This is an optimization exercise on Yosys and OpenROAD, whose aim is small area, not a production implementation. The RTL was checked by simulation tests, not by an equivalence proof against the original design. The flow treats the clock pin as an ideal source. Dropping or thinning the clock tree relies on that and would not hold on a real chip. Power figures rest on the tool's default switching activity, not on a simulated workload.

// Soft_Processor
module Soft_Processor(
    output [7:0] LED,
    output [6:0] SEGMENT,
    output reg CTRL,
    input [7:0] SWITCH,
    input [2:0] BUTTON,
    input SYSCLK,
    input RST
);
Size: about 310 cells after synthesis, ~29 I/O pins, about 0.0036 sq mm of cells after synthesis.
clock: 10.0 ns
lec_check: 0
cap_margin: 0
core_margin: 2
core_utilization: 65
gpl_timing_driven: 0
slew_margin: 0
synth_hierarchical: 1
synth_minimum_keep_size: 0
standard.sh (not shown) runs the stock make flow with config.mk's settings and CLKGATE_MAP_FILE= SYNTH_SCRIPT=/design/flow/synth_recipe.tcl, a recipe that flattens the netlist after the stock synthesis.
==> flow/flow/run.sh <==
#!/bin/bash
# Own layout flow: the standard flow (standard.sh), except
#  - port buffers use a small buffer cell;
#  - the clock is buffered by flow/manual_cts.tcl (a few clock buffers driven
#    straight from the clock port, each driving a compact group of flip-flops)
#    instead of TritonCTS.
# Settings are in flow/params.sh. Each tool's output goes to a log file here.
set -euo pipefail
W=$(pwd)
F=$W/flow
source "$F/params.sh"

# synthesis script: ORFS synth.tcl with its abc call replaced by flow/permod_abc.tcl
sed "s|^  log_cmd abc {\*}\$abc_args|  source $F/permod_abc.tcl|" \
    "$FLOW_HOME/scripts/synth.tcl" > "$W/orfs_synth_area.tcl"
grep -q 'permod_abc' "$W/orfs_synth_area.tcl"
sed "s|source \$::env(SCRIPTS_DIR)/synth.tcl|set ::env(ADDER_MAP_FILE) {}; source $W/orfs_synth_area.tcl|" \
    "$W/synth_recipe.tcl" > "$W/area_synth.tcl"
grep -q orfs_synth_area "$W/area_synth.tcl"
sed -e "s|$W/synth_recipe.tcl|$W/area_synth.tcl|g" "$W/standard.sh" > "$W/area_synth.sh"
grep -q "area_synth.tcl.*SYNTH_HIERARCHICAL=1" "$W/area_synth.sh"

# several synthesis runs in parallel, each trying other deepsyn seeds; keep the smallest
best=""; best_area=""
for k in $RUNS; do
  sed "s|WORK_HOME=$W/orfs |WORK_HOME=$W/syn_$k |" "$W/area_synth.sh" > "$W/area_synth_$k.sh"
  grep -q "WORK_HOME=$W/syn_$k " "$W/area_synth_$k.sh"
  (PERMOD_PARAMS="$F/permod_params.tcl" PERMOD_DIR="$W/permod_$k" PERMOD_SEED_BASE=$((k * 10)) \
    bash "$W/area_synth_$k.sh" synth > "$W/synth_$k.log" 2>&1 || true) &
done
wait
for k in $RUNS; do
  st="$W/syn_$k/reports/sky130hd/Soft_Processor/base/synth_stat.txt"
  [[ -f "$W/syn_$k/results/sky130hd/Soft_Processor/base/1_synth.odb" && -f "$st" ]] || continue
  a=$(awk '/Chip area for top module/ {print $NF}' "$st" | tail -1)
  echo "run $k: synthesis area $a" | tee -a "$W/synth_choice.log"
  if [[ -z "$best" ]] || awk -v a="$a" -v b="$best_area" 'BEGIN {exit !(a < b)}'; then best=$k; best_area=$a; fi
done
[[ -n "$best" ]]
echo "kept run $best ($best_area)" | tee -a "$W/synth_choice.log"
mv "$W/syn_$best" "$W/orfs"

export BUFFER_PORTS_ARGS="-buffer_cell $PORT_BUF"
export MCTS_LIB="$F/manual_cts_lib.tcl" MCTS_BUFS MCTS_CAPS
export PRE_CTS_TCL="$F/manual_cts.tcl"
bash "$W/standard.sh" finish > "$W/layout.log" 2>&1
==> flow/flow/params.sh <==
# layout choices read by run.sh
PORT_BUF="sky130_fd_sc_hd__buf_1"
# clock buffers, one per group of clock pins, with each group's relative size
MCTS_BUFS="sky130_fd_sc_hd__clkbuf_16 sky130_fd_sc_hd__clkbuf_8 sky130_fd_sc_hd__clkbuf_16 sky130_fd_sc_hd__clkbuf_8"
MCTS_CAPS="1.6 1 1.6 1"
RUNS="1 2 3"
Other scripts of this flow, unchanged in this note and not shown: flow/flow/manual_cts.tcl, flow/flow/manual_cts_lib.tcl, flow/flow/permod_abc.tcl, flow/flow/permod_params.tcl
The first run finished with timing, DRC and antenna clean.
Change:
==> flow/flow/params.sh (replaced) <==
# layout choices read by run.sh
PORT_BUF="sky130_fd_sc_hd__buf_1"
# clock buffers, one per group of clock pins, with each group's relative size
MCTS_BUFS="sky130_fd_sc_hd__clkbuf_16 sky130_fd_sc_hd__clkbuf_8 sky130_fd_sc_hd__clkbuf_8 sky130_fd_sc_hd__clkbuf_8"
MCTS_CAPS="1.6 1 1 1"
RUNS="4 5 6"
- The new run finished clean
- wire length shrinks by 1.6%
- via count shrinks by 2.1%
- power shrinks by 2.3%
- setup slack is worse by 470 ps
No run of this note takes its clock network from TritonCTS; it comes from the design's own scripts or RTL.

* * *

== job 2952 ==
The RTL this note starts from:
==> flow/design.v <==
`timescale 1ns / 1ps
module Soft_Processor(
    output [7:0] LED,
    output [6:0] SEGMENT,
    output reg CTRL,
    input [7:0] SWITCH,
    input [2:0] BUTTON,
    input SYSCLK,
    input RST
);
    reg [2:0] cnt;
    wire tick = cnt[2] & ~cnt[1];
    always @(posedge SYSCLK) begin
        if (RST) cnt <= 3'b000;
        else     cnt <= {cnt[1:0], ~cnt[2]};
    end
    always @(posedge SYSCLK) begin
        if (RST) CTRL <= 1'b0;
        else if (tick) CTRL <= ~CTRL;
    end
    reg [2:0] q0, q1;
    always @(posedge SYSCLK) begin
        if (RST) q0 <= 3'b000;
        else if (tick) q0 <= BUTTON;
    end
    always @(posedge SYSCLK) begin
        if (tick) q1 <= q0;
    end
    wire [2:0] rise = {3{tick}} & q0 & ~q1;
    wire step_edge = rise[0];
    wire ra_next   = rise[1];
    wire pa_next   = rise[2];
    reg [3:0] ACC;
    reg [3:0] PC;
    reg carry;
    reg [3:0] R [0:15];
    wire use_rom = (SWITCH[7:4] == 4'h0);
    wire pc_lo = (PC[3:2] == 2'b00);
    reg [3:0] rom_op;
    always @(*) begin
        case (PC[1:0])
            2'd0: rom_op = 4'h1;
            2'd1: rom_op = 4'h8;
            2'd2: rom_op = 4'h2;
            default: rom_op = 4'hB;
        endcase
        if (!pc_lo) rom_op = 4'hF;
    end
    wire [3:0] rom_arg = pc_lo ? {3'b000, (PC[1:0] == 2'd1)} : 4'hF;
    wire [3:0] opcode  = use_rom ? rom_op  : SWITCH[7:4];
    wire [3:0] operand = use_rom ? rom_arg : SWITCH[3:0];
    wire [3:0] raddr = use_rom ? 4'h0 : SWITCH[3:0];
    wire [3:0] rval = R[raddr];
    wire use_reg = (opcode == 4'h1) | (opcode == 4'h3) | (opcode == 4'h4) |
                   (opcode == 4'h5) | (opcode == 4'h6);
    wire [3:0] b = use_reg ? rval : operand;
    wire is_sub = (opcode == 4'h4) | (opcode == 4'h9);
    wire [4:0] sum = {1'b0, ACC} + {1'b0, b ^ {4{is_sub}}} + {4'b0, is_sub};
    wire cout = sum[4] ^ is_sub;
    reg [3:0] alu;
    always @(*) begin
        case (opcode)
            4'h3, 4'h4, 4'h8, 4'h9: alu = sum[3:0];
            4'h5: alu = ACC & b;
            4'h6: alu = ACC | b;
            default: alu = b;  
        endcase
    end
    wire acc_wr   = (opcode == 4'h1) | (opcode == 4'h3) | (opcode == 4'h4) |
                    (opcode == 4'h5) | (opcode == 4'h6) | (opcode == 4'h7) |
                    (opcode == 4'h8) | (opcode == 4'h9);
    wire carry_wr = (opcode == 4'h3) | (opcode == 4'h4) | (opcode == 4'h8) | (opcode == 4'h9);
    wire acc_zero = (ACC == 4'h0);
    wire taken = (opcode == 4'hA) | ((opcode == 4'hB) & ~acc_zero) |
                 ((opcode == 4'hC) & acc_zero) | ((opcode == 4'hD) & ~carry) |
                 ((opcode == 4'hE) & carry);
    wire halt = (opcode == 4'hF);
    wire clr_all = RST | ra_next;
    wire clr_pa  = clr_all | pa_next;
    wire exec    = step_edge & ~pa_next;    
    wire [3:0] acc_next = clr_pa ? 4'h0 : (exec & acc_wr) ? alu : ACC;
    always @(posedge SYSCLK) ACC <= acc_next;
    always @(posedge SYSCLK) begin
        if (clr_pa) PC <= 4'h0;
        else if (exec & ~halt) PC <= taken ? operand : PC + 4'h1;
    end
    always @(posedge SYSCLK) begin
        if (clr_all) carry <= 1'b0;
        else if (exec & carry_wr) carry <= cout;
    end
    wire [3:0] wdata = acc_next;
    wire wr = exec & (opcode == 4'h2);
    genvar g;
    generate
        for (g = 0; g < 16; g = g + 1) begin : regs
            always @(posedge SYSCLK) begin
                if (clr_all | (wr & (raddr == g))) R[g] <= wdata;
            end
        end
    endgenerate
    wire [3:0] dval = CTRL ? raddr : rval;
    reg [6:0] seg;
    always @(*) begin
        case (dval)
            4'h0: seg = 7'h7E;
            4'h1: seg = 7'h30;
            4'h2: seg = 7'h6D;
            4'h3: seg = 7'h79;
            4'h4: seg = 7'h33;
            4'h5: seg = 7'h5B;
            4'h6: seg = 7'h5F;
            4'h7: seg = 7'h70;
            4'h8: seg = 7'h7F;
            4'h9: seg = 7'h73;
            4'hA: seg = 7'h77;
            4'hB: seg = 7'h1F;
            4'hC: seg = 7'h0D;
            4'hD: seg = 7'h3D;
            4'hE: seg = 7'h4F;
            default: seg = 7'h47;
        endcase
    end
    assign SEGMENT = seg;
    assign LED = {PC, ACC};
endmodule
clock: 10.0 ns
lec_check: 0
cap_margin: 0
core_margin: 2
core_utilization: 65
gpl_timing_driven: 0
slew_margin: 0
==> flow/flow/run.sh <==
#!/bin/bash
# Own layout flow: the standard flow (standard.sh), except
#  - synthesis maps logic with an area-oriented ABC script (deepsyn, then &nf),
#    tried with several seeds in parallel, keeping the smallest result; it leaves
#    adders to ABC (no full/half-adder cell extraction). The rest of synthesis,
#    registers included, is the standard synthesis;
#  - port buffers use a small buffer cell;
#  - the clock is buffered by flow/manual_cts.tcl (a few clock buffers driven
#    straight from the clock port, each driving a compact group of flip-flops)
#    instead of TritonCTS.
# Settings are in flow/params.sh. Each tool's output goes to a log file here.
set -euo pipefail
W=$(pwd)
F=$W/flow
source "$F/params.sh"

# synthesis script: ORFS synth.tcl with only the abc script replaced
sed "s|^  log_cmd abc {\*}\$abc_args|  log_cmd abc {*}[lreplace \$abc_args 1 1 \$::env(AREA_ABC)]|" \
    "$FLOW_HOME/scripts/synth.tcl" > "$W/orfs_synth_area.tcl"
grep -q 'AREA_ABC' "$W/orfs_synth_area.tcl"
sed "s|source \$::env(SCRIPTS_DIR)/synth.tcl|set ::env(ADDER_MAP_FILE) {}; source $W/orfs_synth_area.tcl|" \
    "$W/synth_recipe.tcl" > "$W/area_synth.tcl"
grep -q orfs_synth_area "$W/area_synth.tcl"

best=""; best_area=""
for s in $SEEDS; do
  printf 'strash\n&get -n\n&deepsyn -T %s -S %s\n&st\n&dch\n&nf -R 1000\n&put\n' "$DEEPSYN_T" "$s" > "$W/area_$s.abc"
  sed -e "s|$W/synth_recipe.tcl|$W/area_synth.tcl|g" -e "s|WORK_HOME=$W/orfs |WORK_HOME=$W/syn_$s |" \
      "$W/standard.sh" > "$W/synth_$s.sh"
  grep -q "WORK_HOME=$W/syn_$s " "$W/synth_$s.sh"
  (AREA_ABC="$W/area_$s.abc" bash "$W/synth_$s.sh" synth > "$W/synth_$s.log" 2>&1 || true) &
done
wait
for s in $SEEDS; do
  st="$W/syn_$s/reports/sky130hd/Soft_Processor/base/synth_stat.txt"
  [[ -f "$W/syn_$s/results/sky130hd/Soft_Processor/base/1_synth.odb" && -f "$st" ]] || continue
  a=$(awk '/Chip area for module/ {print $NF}' "$st" | tail -1)
  echo "seed $s: synthesis area $a" | tee -a "$W/synth_choice.log"
  if [[ -z "$best" ]] || awk -v a="$a" -v b="$best_area" 'BEGIN {exit !(a < b)}'; then best=$s; best_area=$a; fi
done
[[ -n "$best" ]]
echo "kept seed $best ($best_area)" | tee -a "$W/synth_choice.log"
mv "$W/syn_$best" "$W/orfs"

export BUFFER_PORTS_ARGS="-buffer_cell $PORT_BUF"
export MCTS_LIB="$F/manual_cts_lib.tcl" MCTS_BUFS MCTS_CAPS
export PRE_CTS_TCL="$F/manual_cts.tcl"
bash "$W/standard.sh" finish > "$W/layout.log" 2>&1
==> flow/flow/params.sh <==
# layout choices read by run.sh
# deepsyn seeds tried in parallel; the smallest synthesis is kept
SEEDS="5 6 7"
DEEPSYN_T=400
PORT_BUF="sky130_fd_sc_hd__buf_1"
# clock buffers, one per group of clock pins, with each group's relative size
MCTS_BUFS="sky130_fd_sc_hd__clkbuf_16 sky130_fd_sc_hd__clkbuf_8 sky130_fd_sc_hd__clkbuf_16 sky130_fd_sc_hd__clkbuf_8"
MCTS_CAPS="1.6 1 1.6 1"
Other scripts of this flow, unchanged in this note and not shown: flow/flow/manual_cts.tcl, flow/flow/manual_cts_lib.tcl
diff inputs: job 2952 => job 5506
- swapping 65 for 80 in CORE_UTILIZATION
- swapping 0 for 20 in CAP_MARGIN
- swapping 0 for 20 in SLEW_MARGIN
-- flow/flow/params.sh --
<<< job 2952, line 3
SEEDS="5 6 7"
DEEPSYN_T=400
>>> job 5506, line 3
SEEDS="1 2 3 4"
DEEPSYN_T=150
--- outcome ---
- Higher minimum setup slack among reg-to-reg paths among job 2952 and job 5506: job 2952
- Per the comparison of job 5506 with job 2952, critical path depth climbed 1; wire length after detailed routing climbed 1900 um.
In every run of this note, the design's own scripts or RTL, not TritonCTS, make the clock network.

[afterwards: timing with drivers on the ports]
Ports are ideal in the flow. The routed layouts listed here were re-timed in OpenROAD.
Step 1 (the two cells are an assumption about what drives the block):
set clk [get_ports {SYSCLK}]
set_driving_cell -lib_cell sky130_fd_sc_hd__clkbuf_16 $clk
set_driving_cell -lib_cell sky130_fd_sc_hd__buf_2 [delete_from_list [all_inputs] $clk]
Step 2 also shifts input and output timing later by t, the mid clock arrival at the registers, as if the neighbouring blocks saw the same clock.
Three values: ideal, step 1, step 2; two values: the first two.
| run | t, ns | setup slack, ns | worst setup path at the end | clock arrival spread, ns | pins driven straight from the clock port |
|---|---|---|---|---|---|
| the first run of note 1 | 0.217 | 1.241 / 1.221 / 1.221 | input to output | 0.013 / 0.014 | 4 |
| the second run of note 1 | 0.223 | 0.768 / 0.748 / 0.748 | input to output | 0.013 / 0.013 | 4 |
| job 2952 | 0.227 | 2.139 / 2.113 / 2.113 | input to output | 0.020 / 0.020 | 4 |
| job 5506 | 0.230 | 2.335 / 2.309 / 2.309 | input to output | 0.018 / 0.017 | 4 |
After both steps setup and hold are still met in every run listed.
